What follows belongs to an exercise in optimizing a design on an open flow for small area and a short achievable clock period; a production flow would make more cautious choices.
Only simulation tests tie the RTL to the original design; equivalence was not proved.
No activity file was given, so power comes from the tool's default toggle rates.

v6:
## CoreLeon
module CoreLeon (
  input rst,
  input clk,
  output error,
  output end_prog,
  input  InstrWait,
  output InstrValid,
  output InstrStall,
  output [31:0] InstrAddr,
  input  [31:0] InstrData,
  input  [31:0] mem_in,
  output [31:0] mem_out,
  output [31:0] mem_address,
  output [ 3:0] mem_mask,
  output        mem_read,
  output        mem_write,
  output        memStall,
  input         memWait,
  input [15:0]  dbg_address,
  input [31:0]  dbg_indata,
  output [31:0] dbg_outdata,
  input dbg_rd,
  input dbg_wr,
  input dbg_isvalid,
  output dbg_ready,
  input  dbg_haltreq,
  input  dbg_resumereq,
  output dbg_halted
);
  localparam [31:0] INIT_ADDRESS = 32'h0000_0000;
  localparam I_NOP = 32'h0000_0013;
  reg [63:0] cycle, instret;
  wire [31:0] dcsr;
  wire Stall_F, Stall_D, Stall_E, Stall_M, Stall_W;
  wire Flush_D, Flush_E, Flush_M;
  reg [31:0] pc;
  reg [31:0] FD_pc;
  reg FD_nop;
  assign InstrAddr  = pc;
  assign InstrValid = ~(D_Jump | DE_Jump);
  assign InstrStall = Stall_D;
  wire [31:0] F_pcMas4 = pc + 32'd4;
  always @(posedge clk) begin
    if (rst) begin
      pc     <= INIT_ADDRESS;
      FD_nop <= 1'b1;
    end else begin
      if (!Stall_F)
        pc <= E_JumpOrBranch ? E_JumpAddr : F_pcMas4;
      if (!Stall_D) begin
        FD_pc  <= pc;
        FD_nop <= Flush_D;
      end
    end
  end
  wire [31:0] FD_instr = FD_nop ? I_NOP : InstrData;
  wire [6:0] D_opcode = FD_instr[6:0];
  wire [4:0] D_rd     = FD_instr[11:7];
  wire [2:0] D_funct3 = FD_instr[14:12];
  wire [4:0] D_rs1    = FD_instr[19:15];
  wire [4:0] D_rs2    = FD_instr[24:20];
  wire [6:0] D_funct7 = FD_instr[31:25];
  wire D_funct3ZERO = (D_funct3 == 3'b0);
  wire D_isLOAD   = (D_opcode[6:2] == 5'b00_000);
  wire D_isALUimm = (D_opcode[6:2] == 5'b00_100);
  wire D_isSTORE  = (D_opcode[6:2] == 5'b01_000);
  wire D_isALUreg = (D_opcode[6:2] == 5'b01_100);
  ...
For scale: roughly 6500 cells after synthesis, ~260 I/O pins.
Settings: LEC_CHECK=0, CAP_MARGIN=20, CORE_MARGIN=2, CORE_UTILIZATION=40, SETUP_SLACK_MARGIN=5, SLEW_MARGIN=20, SYNTH_HIERARCHICAL=1; clock period 13.0 ns.
run.sh (not shown) runs the stock make flow with config.mk's settings and CLKGATE_MAP_FILE= SYNTH_SCRIPT=/design/flow/synth_recipe.tcl, a recipe that flattens the netlist after the stock synthesis.
v6: no failed stages, no open violations at the end
### v6 -> v7
diff --git a/flow/config.mk b/flow/config.mk
--- a/flow/config.mk
+++ b/flow/config.mk
@@ -10,2 +10,5 @@
 export CORE_UTILIZATION = 40
+export CTS_BUF_LIST = sky130_fd_sc_hd__clkbuf_16
+export CTS_CLUSTER_DIAMETER = 95
+export CTS_CLUSTER_SIZE = 24
 export SETUP_SLACK_MARGIN = 5
Results
- Relative to v6, final critical-path required period has gone down in v7.
- Compared with v6, v7 shows worst setup slack higher by 0.029 ns.
- v6 has a higher reported net switching power than v7.
- The critical path depth in v7 sits 6 above the value recorded for v6.
- Maximum vdd ir drop: v7 vs v6 down about 15%
- On part of the total power dissipated in combinational logic: between v7 and v6, it ends up higher for v7.
- Count of buffers not belonging to the clock network in the layout shrinks by a few percent when moving from v6 to v7.

========
## v42
Starting RTL as in the previous note.
Design CoreLeon, start of the top module:
module CoreLeon (
  input rst,
  input clk,
  output error,
  output end_prog,
  input  InstrWait,
  output InstrValid,
  output InstrStall,
  output [31:0] InstrAddr,
  input  [31:0] InstrData,
  input  [31:0] mem_in,
  output [31:0] mem_out,
  output [31:0] mem_address,
  output [ 3:0] mem_mask,
  output        mem_read,
  output        mem_write,
  output        memStall,
  input         memWait,
  input [15:0]  dbg_address,
  input [31:0]  dbg_indata,
  output [31:0] dbg_outdata,
  input dbg_rd,
  input dbg_wr,
  input dbg_isvalid,
  output dbg_ready,
  input  dbg_haltreq,
  input  dbg_resumereq,
  output dbg_halted
);
  localparam [31:0] INIT_ADDRESS = 32'h0000_0000;
  localparam I_NOP = 32'h0000_0013;
  reg [63:0] cycle, instret;
  wire [31:0] dcsr;
  wire Stall_F, Stall_D, Stall_E, Stall_M, Stall_W;
  wire Flush_D, Flush_E, Flush_M;
  reg [31:0] pc;
  reg [31:0] FD_pc;
  reg FD_nop;
  assign InstrAddr  = pc;
  assign InstrValid = ~(D_Jump | DE_Jump);
  assign InstrStall = Stall_D;
  wire [31:0] F_pcMas4 = pc + 32'd4;
  always @(posedge clk) begin
    if (rst) begin
      pc     <= INIT_ADDRESS;
  ...
==> flow/config.mk <==
export PLATFORM = sky130hd
export DESIGN_NAME = CoreLeon
export DESIGN_NICKNAME = CoreLeon
export VERILOG_FILES = /design/flow/design.v
export SDC_FILE = /design/flow/constraint.sdc
export NUM_CORES = 4
export LEC_CHECK = 0
export CAP_MARGIN = 20
export CORE_MARGIN = 2
export CORE_UTILIZATION = 40
export CTS_BUF_LIST = sky130_fd_sc_hd__clkbuf_16
export CTS_CLUSTER_DIAMETER = 95
export CTS_CLUSTER_SIZE = 24
export SETUP_SLACK_MARGIN = 5
export SLEW_MARGIN = 20
export SYNTH_HIERARCHICAL = 1
==> flow/constraint.sdc <==
create_clock -name core_clock -period 13.0 [get_ports {clk}]
set_input_delay 2.6000 -clock core_clock [delete_from_list [all_inputs] [get_ports {clk}]]
set_output_delay 2.6000 -clock core_clock [all_outputs]
set_load 0.01 [all_outputs]
standard.sh (not shown) runs the stock make flow with config.mk's settings and CLKGATE_MAP_FILE= SYNTH_SCRIPT=/design/flow/synth_recipe.tcl, a recipe that flattens the netlist after the stock synthesis.
==> flow/flow/run.sh <==
#!/bin/bash
set -euo pipefail
bash standard.sh "BUFFER_PORTS_ARGS=-buffer_cell sky130_fd_sc_hd__buf_2" finish > standard_flow.log 2>&1
The following lists how v21 was set up differently from v42:
# v42
export LEC_CHECK = 0
export CAP_MARGIN = 20
export CORE_MARGIN = 2
export CORE_UTILIZATION = 40
export CTS_BUF_LIST = sky130_fd_sc_hd__clkbuf_16
export CTS_CLUSTER_DIAMETER = 95
export CTS_CLUSTER_SIZE = 24
export SETUP_SLACK_MARGIN = 5
export SLEW_MARGIN = 20
export SYNTH_HIERARCHICAL = 1
create_clock -name core_clock -period 13.0 [get_ports {clk}]
# v21
export LEC_CHECK = 0
export CAP_MARGIN = 20
export CORE_MARGIN = 2
export CORE_UTILIZATION = 40
export CTS_BUF_LIST = sky130_fd_sc_hd__clkbuf_16
export CTS_CLUSTER_DIAMETER = 80
export CTS_CLUSTER_SIZE = 20
export SETUP_SLACK_MARGIN = 5
export SLEW_MARGIN = 20
export SYNTH_HIERARCHICAL = 1
create_clock -name core_clock -period 13.0 [get_ports {clk}]
## What came out
- v21 supports a lower top clock frequency than v42.
- Higher area added between synthesis and finish goes to v42 over v21.
- Maximum count of clock buffers along a single path essentially unchanged between v21 and v42.
- v21 and v42 ended up with roughly the same total leakage power.
- Number of gates given a new drive strength after cts went down by a little under 10% going from v42 to v21.
- There was hardly any difference in footprint of the flip-flops and latches between v42 and v21.
#### Input delta (v59 over v21)
# v21
export LEC_CHECK = 0
export CAP_MARGIN = 20
export CORE_MARGIN = 2
export CORE_UTILIZATION = 40
export CTS_BUF_LIST = sky130_fd_sc_hd__clkbuf_16
export CTS_CLUSTER_DIAMETER = 80
export CTS_CLUSTER_SIZE = 20
export SETUP_SLACK_MARGIN = 5
export SLEW_MARGIN = 20
export SYNTH_HIERARCHICAL = 1
create_clock -name core_clock -period 13.0 [get_ports {clk}]
# v59
export LEC_CHECK = 0
export CAP_MARGIN = 20
export CORE_MARGIN = 2
export CORE_UTILIZATION = 40
export SETUP_SLACK_MARGIN = 5
export SLEW_MARGIN = 20
export SYNTH_HIERARCHICAL = 1
create_clock -name core_clock -period 13.0 [get_ports {clk}]
==> flow/flow/run.sh <==
#!/bin/bash
set -euo pipefail
bash standard.sh SETUP_SLACK_MARGIN=6.2 "BUFFER_PORTS_ARGS=-buffer_cell sky130_fd_sc_hd__buf_2" finish > standard_flow.log 2>&1
## What came out
- Against v21, v59 comes in 2 higher on largest driver fanout on the critical path.
- Against v21 as the reference, v59 delivers a higher layout overhead on the synthesized area.
- v59 against v21; power drawn by the combinational cells is up by more than 10%.

## re-timing with driven ports
In the flow no input, the clock included, has a driving cell. The finished layouts below were timed again as built, in two steps. Step 1 assumes that a clkbuf_16 drives the clock port and a buf_2 every other input. Step 2 times the ports against the registers' clock, not the clock port: input delays grow and output delays shrink by t, the midpoint of the rising clock arrivals with the driver on. Three values: ideal, step 1, step 2; two values: the first two.
run | t (ns) | setup WS [ns] | latest minus earliest clock arrival (ns) | slew at the worst register clock pin (ns)
v6 | 0.922 | 4.813 / 4.750 / 4.095 | 0.088 / 0.089 | 0.07 / 0.07
v7 | 0.837 | 4.842 / 4.770 / 4.236 | 0.063 / 0.062 | 0.11 / 0.11
v42 | 0.840 | 4.719 / 4.604 / 4.133 | 0.078 / 0.077 | 0.11 / 0.11
v21 | 0.863 | 4.555 / 4.446 / 4.239 | 0.056 / 0.056 | 0.09 / 0.09
v59 | 0.904 | 4.726 / 4.650 / 4.650 | 0.077 / 0.076 | 0.07 / 0.07
After both steps setup and hold are still met in every run listed. For v6, which loses most, drivers alone change the setup slack by -0.063 ns; drivers and shift together by -0.718 ns.
